This design comes from an exercise in tuning for small area on the open sky130 flow, not from production work. Function was checked by simulation only, so behaviour that the tests miss may differ from the original. Power figures rest on the tool's default switching activity, not on a simulated workload.

## ly_2257_7
module ly_2257_7(clk_in,rst,auto,Key,clk_out,clk_out2,codeout,low,middle);
For scale: about 540 cells after synthesis, about 220 flip-flops, ~41 I/O pins, about 7500 um^2 of cells after synthesis.
Settings: LEC_CHECK=0, CAP_MARGIN=20, CORE_MARGIN=2, CORE_UTILIZATION=60, PLACE_DENSITY=0.75, SLEW_MARGIN=20; clock period 10.0 ns.
standard.sh (not shown) runs the stock make flow with config.mk's settings and CLKGATE_MAP_FILE= SYNTH_SCRIPT=/design/flow/synth_recipe.tcl, a recipe that flattens the netlist after the stock synthesis.
==> flow/flow/run.sh <==
#!/bin/bash
# The standard ORFS layout (standard.sh) with three changes:
#  - ABC maps the logic with an area-oriented script (flow/abc_area.script),
#    otherwise the synthesis is synth_recipe.tcl unchanged;
#  - the ports get buf_1 buffers;
#  - the clock tree uses clkbuf_8 over sink clusters of up to 20 flip-flops (80 um across),
#    without dummy loads.
set -euo pipefail
here=$(pwd)
export BUFFER_PORTS_ARGS="-buffer_cell sky130_fd_sc_hd__buf_1"
export CTS_ARGS="-sink_clustering_enable -repair_clock_nets -dont_use_dummy_load -sink_clustering_size 20 -sink_clustering_max_diameter 80 -buf_list sky130_fd_sc_hd__clkbuf_8"
if [[ -f flow/abc_area.script ]]; then
  { head -n 1 synth_recipe.tcl
    echo "proc abc {args} { set i [lsearch -exact \$args -script]; if {\$i >= 0} { lset args [expr {\$i+1}] $here/flow/abc_area.script }; yosys abc {*}\$args }"
    tail -n +2 synth_recipe.tcl; } > own_synth.tcl
  sed "s#SYNTH_SCRIPT=[^ ]*#SYNTH_SCRIPT=$here/own_synth.tcl#" standard.sh > own_standard.sh
else
  cp standard.sh own_standard.sh
fi
bash own_standard.sh > standard_flow.log 2>&1
==> flow/flow/abc_area.script <==
strash
&get -n
&dch -f
&nf -R 1000 -a
&put
topo
==> next run, changes <==
--- a/flow/flow/run.sh
+++ b/flow/flow/run.sh
@@ -1,5 +1,5 @@
 #!/bin/bash
 # The standard ORFS layout (standard.sh) with three changes:
-#  - ABC maps the logic with an area-oriented script (flow/abc_area.script),
+#  - ABC restructures the logic (&deepsyn) and maps it for area (flow/abc_area.script),
 #    otherwise the synthesis is synth_recipe.tcl unchanged;
 #  - the ports get buf_1 buffers;
==> flow/flow/abc_area.script (replaced) <==
strash
&get -n
&deepsyn -T 60
&dch -f
&nf -a
&put
topo
The new run completed with no timing, DRC or antenna violations.
Total power hardly moves.
Hold slack gets better by 0.053 ns.
Worst setup slack is worse by 0.39 ns.
Synthesized area fell by 4.2%.
Register-to-register slack improves by 0.47 ns.
Core utilization decreases by 1.5 points.
Maximum frequency came out lower by 8.8%.


ly_2257_7, a different RTL version from the one above (not shown whole).
Size: roughly 41 I/O pins.
export LEC_CHECK = 0
export CAP_MARGIN = 20
export CORE_MARGIN = 2
export CORE_UTILIZATION = 60
export PLACE_DENSITY = 0.75
export SLEW_MARGIN = 20
create_clock -name core_clock -period 10.0 [get_ports {clk_in}]
==> flow/flow/run.sh <==
#!/bin/bash
# The standard ORFS layout (standard.sh) with three changes:
#  - ABC restructures the logic (&deepsyn) and maps it for area (flow/abc_area.script),
#    otherwise the synthesis is synth_recipe.tcl unchanged;
#  - the ports get buf_1 buffers;
#  - the clock tree uses clkbuf_8 over sink clusters of up to 20 flip-flops (80 um across),
#    without dummy loads.
set -euo pipefail
here=$(pwd)
export BUFFER_PORTS_ARGS="-buffer_cell sky130_fd_sc_hd__buf_1"
export CTS_ARGS="-sink_clustering_enable -repair_clock_nets -dont_use_dummy_load -sink_clustering_size 20 -sink_clustering_max_diameter 80 -buf_list sky130_fd_sc_hd__clkbuf_8"
if [[ -f flow/abc_area.script ]]; then
  { head -n 1 synth_recipe.tcl
    echo "proc abc {args} { set i [lsearch -exact \$args -script]; if {\$i >= 0} { lset args [expr {\$i+1}] $here/flow/abc_area.script }; yosys abc {*}\$args }"
    tail -n +2 synth_recipe.tcl; } > own_synth.tcl
  sed "s#SYNTH_SCRIPT=[^ ]*#SYNTH_SCRIPT=$here/own_synth.tcl#" standard.sh > own_standard.sh
else
  cp standard.sh own_standard.sh
fi
bash own_standard.sh > standard_flow.log 2>&1
==> flow/flow/abc_area.script <==
strash
&get -n
&deepsyn -J 1000
&dch -f
&nf -a
&put
topo
Next try:
==> flow/flow/abc_area.script (replaced) <==
strash
&get -n
&deepsyn -T 60
&dch -f
&nf -a
&put
topo
The changed run finished with timing, DRC and antenna clean.
Clock power barely changes.
Synthesized cell count does not change.
Critical path depth is unchanged.
Worst setup slack is unchanged.
Sequential cell count is unchanged.
Maximum frequency stays the same.
Total power does not change.
Cell area is unchanged.
Die area stays the same.
Global-route usage is unchanged.


== red ==
The RTL this note starts from:
==> flow/design.v <==
module ly_2257_7_lfsr(clk_in, rst, det);
parameter K    = 14;
parameter FT   = 0;
parameter NN   = 0;
parameter A    = 0;
parameter B    = 0;
parameter J    = 0;
parameter [K-1:0] X    = 0;
parameter [K-1:0] MASK = 0;
parameter [K-1:0] RSTV = 0;
parameter [K-1:0] INV  = 0;
input  clk_in;
input  rst;
output det;
reg  [K-1:0] t;                  
wire [K-1:0] s = t ^ INV;        
assign det = ((s ^ X) & MASK) == 0;
wire x = s[A];
wire y = s[B];
wire g = (FT == 0) ? x :
         (FT == 1) ? (x & y) :
         (FT == 2) ? (x | y) :
         (FT == 3) ? (x ^ y) : (x & ~y);
wire fb = s[K-1] ^ g ^ NN;
wire [K-1:0] flip = {{(K-1){1'b0}}, det} << J;
wire [K-1:0] n = {s[K-2:0], fb} ^ flip;
always @(posedge clk_in or negedge rst)
begin
	if(!rst)
		t <= RSTV ^ INV;
	else
		t <= n ^ INV;
end
endmodule
module ly_2257_7_1(clk_in,rst,clk_div);
parameter K    = 14;
parameter FT   = 0;
parameter NN   = 0;
parameter A    = 0;
parameter B    = 0;
parameter J    = 0;
parameter [K-1:0] X    = 0;
parameter [K-1:0] MASK = 0;
parameter [K-1:0] RSTV = 0;
parameter [K-1:0] INV  = 0;
input       clk_in;
input       rst;
output reg  clk_div;
wire det;
ly_2257_7_lfsr #(.K(K), .FT(FT), .NN(NN), .A(A), .B(B), .J(J),
                 .X(X), .MASK(MASK), .RSTV(RSTV), .INV(INV)) cnt(clk_in, rst, det);
always@(posedge clk_in or negedge rst)
begin
	if(!rst)
		clk_div <= 0;
	else if(det)
		clk_div <= !clk_div;
end
endmodule
module ly_2257_7_2(code,codeout);
input [3:0] code;
output reg [7:0] codeout;
always@ (*)
	begin
		case(code)
			4'd1:  codeout = 8'b0000_0110;     
			4'd2:  codeout = 8'b0101_1011;     
			4'd3:  codeout = 8'b0100_1111;     
			4'd4:  codeout = 8'b0110_0110;     
			4'd5:  codeout = 8'b0110_1101;     
			4'd6:  codeout = 8'b0111_1100;     
			4'd7:  codeout = 8'b0000_0111;     
			4'd8:  codeout = 8'b1000_0110;     
			4'd9:  codeout = 8'b1101_1011;     
			4'd10: codeout = 8'b1100_1111;     
			4'd11: codeout = 8'b1110_0110;     
			4'd12: codeout = 8'b1110_1101;     
			4'd13: codeout = 8'b1111_1100;     
			4'd14: codeout = 8'b1000_0111;     
			default: codeout = 8'b0011_1111;  
		endcase
	end
endmodule
module ly_2257_7_3(clk_in,rst,auto,Key,clk_out,clk_out2,codeout,low,middle);
input clk_in;
input rst;
input auto;
input [13:0]  Key;
output reg   clk_out;
output reg   clk_out2;
output [7:0] codeout;
output wire  [6:0] low;
output wire  [6:0] middle;
ly_2257_7_1 #(.K(14), .FT(2), .NN(0), .A(3), .B(4), .J(7), .X(14'd8095), .MASK(14'd16315), .RSTV(14'd16319), .INV(14'd16383)) l1(clk_in,rst,low[0]);
ly_2257_7_1 #(.K(14), .FT(0), .NN(0), .A(0), .B(0), .J(11), .X(14'd9865), .MASK(14'd11775), .RSTV(14'd1298), .INV(14'd0)) l2(clk_in,rst,low[1]);
ly_2257_7_1 #(.K(14), .FT(4), .NN(1), .A(8), .B(3), .J(0), .X(14'd1026), .MASK(14'd7159), .RSTV(14'd2052), .INV(14'd0)) l3(clk_in,rst,low[2]);
ly_2257_7_1 #(.K(14), .FT(2), .NN(0), .A(4), .B(7), .J(1), .X(14'd8158), .MASK(14'd7166), .RSTV(14'd16319), .INV(14'd16383)) l4(clk_in,rst,low[3]);
ly_2257_7_1 #(.K(13), .FT(0), .NN(0), .A(2), .B(0), .J(9), .X(13'd4359), .MASK(13'd7935), .RSTV(13'd14), .INV(13'd0)) l5(clk_in,rst,low[4]);
ly_2257_7_1 #(.K(13), .FT(0), .NN(0), .A(3), .B(0), .J(4), .X(13'd4085), .MASK(13'd8063), .RSTV(13'd8186), .INV(13'd8191)) l6(clk_in,rst,low[5]);
ly_2257_7_1 #(.K(13), .FT(0), .NN(0), .A(9), .B(0), .J(3), .X(13'd5924), .MASK(13'd2047), .RSTV(13'd3648), .INV(13'd0)) l7(clk_in,rst,low[6]);
ly_2257_7_1 #(.K(13), .FT(0), .NN(0), .A(11), .B(0), .J(5), .X(13'd3686), .MASK(13'd6655), .RSTV(13'd7405), .INV(13'd8191)) m1(clk_in,rst,middle[0]);
ly_2257_7_1 #(.K(13), .FT(0), .NN(0), .A(7), .B(0), .J(11), .X(13'd2559), .MASK(13'd3071), .RSTV(13'd7167), .INV(13'd8191)) m2(clk_in,rst,middle[1]);
ly_2257_7_1 #(.K(13), .FT(0), .NN(0), .A(3), .B(0), .J(8), .X(13'd3869), .MASK(13'd5119), .RSTV(13'd7995), .INV(13'd8191)) m3(clk_in,rst,middle[2]);
ly_2257_7_1 #(.K(13), .FT(2), .NN(0), .A(7), .B(10), .J(1), .X(13'd4094), .MASK(13'd6109), .RSTV(13'd8191), .INV(13'd8191)) m4(clk_in,rst,middle[3]);
ly_2257_7_1 #(.K(12), .FT(4), .NN(1), .A(2), .B(1), .J(9), .X(12'd3741), .MASK(12'd3839), .RSTV(12'd3899), .INV(12'd4095)) m5(clk_in,rst,middle[4]);
ly_2257_7_1 #(.K(12), .FT(2), .NN(0), .A(4), .B(7), .J(5), .X(12'd3090), .MASK(12'd4083), .RSTV(12'd2052), .INV(12'd0)) m6(clk_in,rst,middle[5]);
ly_2257_7_1 #(.K(12), .FT(2), .NN(0), .A(2), .B(10), .J(0), .X(12'd4087), .MASK(12'd2045), .RSTV(12'd4079), .INV(12'd4095)) m7(clk_in,rst,middle[6]);
wire step_4HZ;
ly_2257_7_lfsr #(.K(14), .FT(2), .NN(0), .A(5), .B(8), .J(7), .X(14'd9324), .MASK(14'd16255), .RSTV(14'd13437), .INV(14'd16383)) tempo(clk_in,rst,step_4HZ);
reg [5:0] count;
always @(posedge clk_in or negedge rst)
begin
	if(!rst)
		count   <= 0;
	else
	begin
		if(auto && step_4HZ)
		begin
			if(count == 61)
				count <= 0;
			else
				count <= count + 1'b1;
		end
	end
end
reg [3:0] tcode;
reg       tmulti;
reg [3:0] kcode;
integer   i;
always @(*)
begin
	kcode = 4'd0;
	for(i = 13; i >= 0; i = i - 1)
		if(Key[i]) kcode = i + 1;
end
wire kmulti = |(Key & (Key - 14'd1));
always @(posedge clk_in or negedge rst)
begin
	if(!rst)
	begin
		tcode  <= 4'd0;
		tmulti <= 1'b0;
	end
	else
	begin
		if(!auto)
		begin
			tcode  <= kcode;
			tmulti <= kmulti;
		end
		else
		begin
			case(count)
				 1: tcode <= 4'd0;
				 2: tcode <= 4'd10;
				 3: tcode <= 4'd12;
				 4: tcode <= 4'd10;
				 5: tcode <= 4'd9;
				 6: tcode <= 4'd10;
				 7: tcode <= 4'd12;
				 8: tcode <= 4'd10;
				 9: tcode <= 4'd9;
				10: tcode <= 4'd9;
				11: tcode <= 4'd12;
				12: tcode <= 4'd10;
				13: tcode <= 4'd9;
				14: tcode <= 4'd10;
				15: tcode <= 4'd12;
				16: tcode <= 4'd9;
				17: tcode <= 4'd8;
				18: tcode <= 4'd8;
				19: tcode <= 4'd8;
				20: tcode <= 4'd9;
				21: tcode <= 4'd10;
				22: tcode <= 4'd13;
				23: tcode <= 4'd13;
				24: tcode <= 4'd10;
				25: tcode <= 4'd9;
				26: tcode <= 4'd9;
				27: tcode <= 4'd9;
				28: tcode <= 4'd8;
				29: tcode <= 4'd9;
				30: tcode <= 4'd10;
				31: tcode <= 4'd10;
				32: tcode <= 4'd12;
				33: tcode <= 4'd10;
				34: tcode <= 4'd12;
				35: tcode <= 4'd12;
				36: tcode <= 4'd10;
				37: tcode <= 4'd9;
				38: tcode <= 4'd10;
				39: tcode <= 4'd12;
				40: tcode <= 4'd10;
				41: tcode <= 4'd9;
				42: tcode <= 4'd10;
				43: tcode <= 4'd12;
				44: tcode <= 4'd10;
				45: tcode <= 4'd5;
				46: tcode <= 4'd13;
				47: tcode <= 4'd13;
				48: tcode <= 4'd10;
				49: tcode <= 4'd10;
				50: tcode <= 4'd10;
				51: tcode <= 4'd9;
				52: tcode <= 4'd8;
				53: tcode <= 4'd9;
				54: tcode <= 4'd10;
				55: tcode <= 4'd9;
				56: tcode <= 4'd8;
				57: tcode <= 4'd9;
				58: tcode <= 4'd10;
				59: tcode <= 4'd9;
				60: tcode <= 4'd13;
				61: tcode <= 4'd13;
			endcase
			if(count != 0)
				tmulti <= 1'b0;
		end
	end
end
wire [15:0] wave = {1'b0, middle, low, 1'b0};
always@(*)
	clk_out = wave[tcode] & !tmulti;
always @(*)	clk_out2 = clk_out;
ly_2257_7_2 show(
	.code(tcode),
	.codeout(codeout)
);
endmodule
module ly_2257_7(clk_in,rst,auto,Key,clk_out,clk_out2,codeout,low,middle);
input 		clk_in; 
input 		rst; 
input			auto; 
input [13:0]Key;
output wire [7:0]	codeout;  
output wire	clk_out;		 
output wire clk_out2;	 
output wire [6:0]low;
output wire [6:0]middle;
ly_2257_7_3 play(
	.clk_in(clk_in),
	.rst(rst),
	.auto(auto),
	.Key(Key) ,
	.clk_out(clk_out),
	.codeout(codeout),
	.low(low),
	.clk_out2(clk_out2),
	.middle(middle)
);
endmodule
==> flow/config.mk <==
export PLATFORM = sky130hd
export DESIGN_NAME = ly_2257_7
export DESIGN_NICKNAME = ly_2257_7
export VERILOG_FILES = /design/flow/design.v
export SDC_FILE = /design/flow/constraint.sdc
export NUM_CORES = 4
export LEC_CHECK = 0
export CAP_MARGIN = 20
export CORE_MARGIN = 2
export CORE_UTILIZATION = 40
export CTS_BUF_LIST = sky130_fd_sc_hd__clkbuf_4
export SLEW_MARGIN = 20
==> flow/constraint.sdc <==
create_clock -name core_clock -period 10.0 [get_ports {clk_in}]
set_input_delay 2.0000 -clock core_clock [delete_from_list [all_inputs] [get_ports {clk_in}]]
set_output_delay 2.0000 -clock core_clock [all_outputs]
set_load 0.01 [all_outputs]
run.sh (not shown) runs the stock make flow with config.mk's settings and CLKGATE_MAP_FILE= SYNTH_SCRIPT=/design/flow/synth_recipe.tcl, a recipe that flattens the netlist after the stock synthesis.
Stock flow here: none of the scripts above is used.
red completed; timing, DRC and antenna clean
For purple, these inputs were changed with respect to red:
==> flow/flow/run.sh (new file) <==
#!/bin/bash
# Standard ORFS layout, with smaller port buffers and a clock tree without dummy loads.
set -euo pipefail
export CTS_ARGS="-sink_clustering_enable -repair_clock_nets -dont_use_dummy_load -buf_list sky130_fd_sc_hd__clkbuf_4"
export BUFFER_PORTS_ARGS="-buffer_cell sky130_fd_sc_hd__buf_1"
bash standard.sh > standard_flow.log 2>&1
==> flow/standard.sh (new file) <==
#!/bin/bash
# synth_recipe.tcl (not shown) runs the flow's synth.tcl, then flattens the netlist and writes it again
# the make line also repeats each setting of config.mk as NAME=value (left out here)
make -C /OpenROAD-flow-scripts/flow DESIGN_CONFIG=/design/flow/config.mk WORK_HOME=/design/flow/orfs CLKGATE_MAP_FILE= SYNTH_SCRIPT=/design/flow/synth_recipe.tcl "${@:-finish}"
diff --git a/flow/config.mk b/flow/config.mk
--- a/flow/config.mk
+++ b/flow/config.mk
@@ -9,4 +9,3 @@
 export CORE_MARGIN = 2
 export CORE_UTILIZATION = 40
-export CTS_BUF_LIST = sky130_fd_sc_hd__clkbuf_4
 export SLEW_MARGIN = 20
removed: flow/run.sh
### Flow results
- Any difference in portion of total power attributed to combinational logic between red and purple is small enough to ignore.
- On number of nets in the layout, purple and red are basically level.
- Area growth from synthesis to final layout: purple < red
- red leaves less setup margin than purple.
- Compared with red, in purple final critical-path share of the clock period now sits lower, area of all placed cells without fillers fell by 6.3%.
- [purple] total power fell about 15% relative to red
- Lower via density per instance was reported by red, not purple.
- When purple is measured against red, its worst setup slack for register-to-register paths turns out 0.02 ns lower.
- Number of diodes came out exactly the same in purple and red.
- In the flow results for purple and red, the sequential share of power is larger on purple.

==> separate check: timing with driven ports <==
How much do the figures lean on ideal ports? The routed layouts below were timed once more, with nothing changed but the port constraints. Step 1: set_driving_cell puts a clkbuf_16 on clk_in and a buf_2 on each other input, an assumption about the parent block. Step 2 adds t to the input delays and takes it off the output delays; t is the mean of the earliest and latest rising clock arrival at the registers after step 1. Input paths then give back, and output paths get back, about the clock's delay inside the block. Slacks: no drivers / after step 1 / after step 2; pairs: no drivers / after step 1.
run | shift t [ns] | setup WS [ns] | latest minus earliest clock arrival (ns) | pins driven straight from the clock port
the first run of note 1 | 0.484 | 5.962 / 5.925 / 6.348 | 0.076 / 0.075 | 1
the second run of note 1 | 0.477 | 5.572 / 5.540 / 6.016 | 0.073 / 0.073 | 1
the first run of note 2 | 0.488 | 5.733 / 5.697 / 6.185 | 0.052 / 0.052 | 1
the second run of note 2 | 0.488 | 5.733 / 5.697 / 6.185 | 0.052 / 0.052 | 1
red | 0.660 | 5.058 / 5.022 / 5.682 | 0.065 / 0.066 | 1
purple | 0.647 | 5.475 / 5.442 / 6.088 | 0.066 / 0.067 | 1
After both steps every run listed still meets setup and hold.
